Context: an optimization exercise on an open-source flow, tuned for a short achievable clock period and few clock cycles. The choices shown serve that exercise and are no tape-out recipe. In this exercise RTL edits were held to simulation tests only and were not proved equivalent to the original. No activity file was given, so power comes from the tool's default toggle rates.

==> flow/design.v <==
`timescale 1ns / 1ps
module cpu(clk,reset,imem_addr,imem_rdata,dmem_addr,dmem_wdata,dmem_we,dmem_rdata,r1,r2,r3,r4,r5,r10);
input clk,reset;
output [31:0] imem_addr;
input  [31:0] imem_rdata;
output [31:0] dmem_addr,dmem_wdata;
output dmem_we;
input  [31:0] dmem_rdata;
output [31:0] r1,r2,r3,r4,r5,r10;
function automatic sum_eq;
    input [31:0] x, y, v;
    input cin;
    reg [31:0] c;
    begin
        c = {((x[30:0] & y[30:0]) | ((x[30:0] ^ y[30:0]) & ~v[30:0])), cin};
        sum_eq = ((x ^ y ^ v) == c[31:0]);
    end
endfunction
reg  [31:1] pc_f;                
reg  [31:0] ir_d;                
reg  [31:1] pc_d;
reg         v_d;
reg  [31:0] opa_e, opb_e, sd_e;  
reg         fwa_e, fwb_e, fws_e; 
reg  [1:0]  op_e;                
reg  [4:0]  rd_e;
reg         wr_e, ld_e, st_e;
reg  [31:0] res_m, sd_m;
reg  [4:0]  rd_m;
reg         wr_m, ld_m, st_m;
reg  [31:0] rf [1:31];
reg         bv   [0:7];
reg  [6:0]  btag [0:7];
reg  [31:1] btgt [0:7];
assign imem_addr  = {pc_f, 1'b0};
assign dmem_addr  = res_m;
assign dmem_wdata = sd_m;
assign dmem_we    = st_m;
assign r1 = rf[1];
assign r2 = rf[2];
assign r3 = rf[3];
assign r4 = rf[4];
assign r5 = rf[5];
assign r10 = rf[10];
wire [31:0] wb_data = ld_m ? dmem_rdata : res_m;
integer i;
always @(posedge clk or posedge reset)
    if (reset) begin
        for (i = 1; i < 32; i = i + 1) rf[i] <= i;
    end else if (wr_m) begin
        rf[rd_m] <= wb_data;
    end
wire [31:0] a_e = fwa_e ? res_m : opa_e;
wire [31:0] b_e = fwb_e ? res_m : opb_e;
wire [31:0] s_e = fws_e ? res_m : sd_e;
reg  [31:0] alu_e;
always @(*)
    case (op_e)
        2'd0: alu_e = a_e + b_e;
        2'd1: alu_e = a_e - b_e;
        2'd2: alu_e = a_e & b_e;
        default: alu_e = a_e | b_e;
    endcase
function automatic ex_eq;
    input [31:0] v;
    begin
        case (op_e)
            2'd0: ex_eq = sum_eq(a_e, b_e, v, 1'b0);
            2'd1: ex_eq = sum_eq(a_e, ~b_e, v, 1'b1);
            2'd2: ex_eq = ((a_e & b_e) == v);
            default: ex_eq = ((a_e | b_e) == v);
        endcase
    end
endfunction
always @(posedge clk or posedge reset)
    if (reset) begin
        wr_m <= 1'b0;
        ld_m <= 1'b0;
        st_m <= 1'b0;
    end else begin
        wr_m <= wr_e;
        ld_m <= ld_e;
        st_m <= st_e;
    end
always @(posedge clk) begin
    res_m <= alu_e;
    sd_m  <= s_e;
    rd_m  <= rd_e;
end
wire [6:0] opc = ir_d[6:0];
wire is_lw  = (opc == 7'b0000011);
wire is_sw  = (opc == 7'b0100011);
wire is_beq = (opc == 7'b1100011);
wire is_alu = ~(is_lw | is_sw | is_beq);
wire [4:0] rs1 = ir_d[19:15];
wire [4:0] rs2 = ir_d[24:20];
wire [4:0] rd  = ir_d[11:7];
wire [3:0] funct = {ir_d[30], ir_d[14:12]};
wire [1:0] aluop = ~is_alu ? 2'd0 :
                   (funct == 4'b1000) ? 2'd1 :
                   (funct == 4'b0111) ? 2'd2 :
                   (funct == 4'b0110) ? 2'd3 : 2'd0;
wire [31:0] imm_i = {{20{ir_d[31]}}, ir_d[31:20]};
wire [31:0] imm_s = {{20{ir_d[31]}}, ir_d[31:25], ir_d[11:7]};
wire [31:1] off_b = {{19{ir_d[31]}}, ir_d[31], ir_d[7], ir_d[30:25], ir_d[11:8]};
wire [31:0] rf1 = (rs1 == 5'd0) ? 32'd0 : rf[rs1];
wire [31:0] rf2 = (rs2 == 5'd0) ? 32'd0 : rf[rs2];
wire e1 = wr_e && (rd_e == rs1);
wire e2 = wr_e && (rd_e == rs2);
wire m1 = wr_m && (rd_m == rs1);
wire m2 = wr_m && (rd_m == rs2);
wire use2 = ~is_lw;
wire same = (rs1 == rs2);
wire stall_ld  = ld_e && (e1 || (use2 && e2));
wire stall_beq = is_beq && !same && ((m1 && !e1 && ld_m) || (m2 && !e2 && ld_m));
wire stall = v_d && (stall_ld || stall_beq);
wire [31:0] va = m1 ? wb_data : rf1;
wire [31:0] vb = m2 ? wb_data : rf2;
wire [31:0] ca = m1 ? res_m : rf1;
wire [31:0] cb = m2 ? res_m : rf2;
wire beq_eq = same ? 1'b1 :
              e1   ? ex_eq(cb) :
              e2   ? ex_eq(ca) :
              (ca == cb);
wire taken = is_beq && beq_eq;
wire [31:1] tgt_d = pc_d + off_b;
wire [31:1] seq_d = pc_d + 31'd2;
wire [31:1] npc_d = taken ? tgt_d : seq_d;
wire ok_t = sum_eq({pc_d, 1'b0}, {off_b, 1'b0}, {pc_f, 1'b0}, 1'b0);
wire ok_n = sum_eq({pc_d, 1'b0}, 32'd4, {pc_f, 1'b0}, 1'b0);
wire go  = v_d && !stall;
wire mis = go && (taken ? !ok_t : !ok_n);
wire [2:0] fidx = pc_f[4:2];
wire [6:0] ftag = {pc_f[1], pc_f[10:5]};
wire bhit = bv[fidx] && (btag[fidx] == ftag);
wire [31:1] pred_f = bhit ? btgt[fidx] : pc_f + 31'd2;
always @(posedge clk or posedge reset)
    if (reset) begin
        pc_f <= 31'd0;
        v_d  <= 1'b0;
    end else if (mis) begin
        pc_f <= npc_d;
        v_d  <= 1'b0;
    end else if (!stall) begin
        pc_f <= pred_f;
        v_d  <= 1'b1;
    end
always @(posedge clk)
    if (!stall && !mis) begin
        ir_d <= imem_rdata;
        pc_d <= pc_f;
    end
wire [2:0] didx = pc_d[4:2];
wire [6:0] dtag = {pc_d[1], pc_d[10:5]};
always @(posedge clk or posedge reset)
    if (reset) begin
        for (i = 0; i < 8; i = i + 1) bv[i] <= 1'b0;
    end else if (go && is_beq) begin
        if (taken) bv[didx] <= 1'b1;
        else if (btag[didx] == dtag) bv[didx] <= 1'b0;
    end
always @(posedge clk)
    if (go && is_beq && taken) begin
        btag[didx] <= dtag;
        btgt[didx] <= tgt_d;
    end
always @(posedge clk or posedge reset)
    if (reset) begin
        wr_e <= 1'b0;
        ld_e <= 1'b0;
        st_e <= 1'b0;
    end else begin
        wr_e <= go && (is_alu || is_lw) && (rd != 5'd0);
        ld_e <= go && is_lw;
        st_e <= go && is_sw;
    end
always @(posedge clk) begin
    opa_e <= va;
    opb_e <= is_lw ? imm_i : is_sw ? imm_s : vb;
    sd_e  <= vb;
    fwa_e <= e1;
    fwb_e <= e2 && !is_lw && !is_sw;
    fws_e <= e2;
    op_e  <= aluop;
    rd_e  <= rd;
end
endmodule
make LEC_CHECK=0 ABC_CLOCK_PERIOD_IN_PS=3000 CAP_MARGIN=20 CORE_MARGIN=2 CORE_UTILIZATION=35 PLACE_DENSITY=0.55 SETUP_SLACK_MARGIN=5 SLEW_MARGIN=20 finish   # period 13.0 ns
run.sh (not shown) runs the stock make flow with config.mk's settings and CLKGATE_MAP_FILE= SYNTH_SCRIPT=/design/flow/synth_recipe.tcl, a recipe that flattens the netlist after the stock synthesis.
Testbench counts at the start, summed over its fixed seeds: cycles 13,963.
Rerun with:
==> flow/flow/run.sh (new file) <==
#!/bin/bash
set -euo pipefail
MARGIN=${MARGIN:-8.7}
bash standard.sh SETUP_SLACK_MARGIN=$MARGIN finish > flow_make.log 2>&1
==> flow/standard.sh (new file) <==
#!/bin/bash
# synth_recipe.tcl (not shown) runs the flow's synth.tcl, then flattens the netlist and writes it again
# the make line also repeats each setting of config.mk as NAME=value (left out here)
make -C /OpenROAD-flow-scripts/flow DESIGN_CONFIG=/design/flow/config.mk WORK_HOME=/design/flow/orfs CLKGATE_MAP_FILE= SYNTH_SCRIPT=/design/flow/synth_recipe.tcl "${@:-finish}"
--- a/flow/config.mk
+++ b/flow/config.mk
@@ -14 +14,2 @@
 export SLEW_MARGIN = 20
+export TNS_END_PERCENT = 100
removed: flow/run.sh
What happened:
- setup slack gets better by 1.2 ns
- sequential share of layout area decreases by 4.0 points
- synthesized cell count stays the same
- die area does not change
- sequential power decreases by about 4%
- wire length increases by 11%

[what the ideal ports hide]
In the flow no input, the clock included, has a driving cell. The finished layouts below were timed again as built, in two steps. Step 1 (the two cells are an assumption about what drives the block):
set clk [get_ports {clk}]
set_driving_cell -lib_cell sky130_fd_sc_hd__clkbuf_16 $clk
set_driving_cell -lib_cell sky130_fd_sc_hd__buf_2 [delete_from_list [all_inputs] $clk]
Step 2 also shifts input and output timing later by t, the mid clock arrival at the registers, as if the neighbouring blocks saw the same clock. a / b / c = ideal ports / drivers / drivers and shift; a / b = the first two.
run | shift t [ns] | setup slack, ns | worst hold slack (ns) | slew at the worst register clock pin (ns) | worst slew at a driven data input, ns
the first run | 0.952 | 4.885 / 4.885 / 4.885 | 0.360 / 0.360 / 0.360 | 0.07 / 0.07 | 0.08
the second run | 0.989 | 6.071 / 6.071 / 6.071 | 0.356 / 0.356 / 0.356 | 0.07 / 0.07 | 0.06
After both steps every run listed still meets setup and hold.
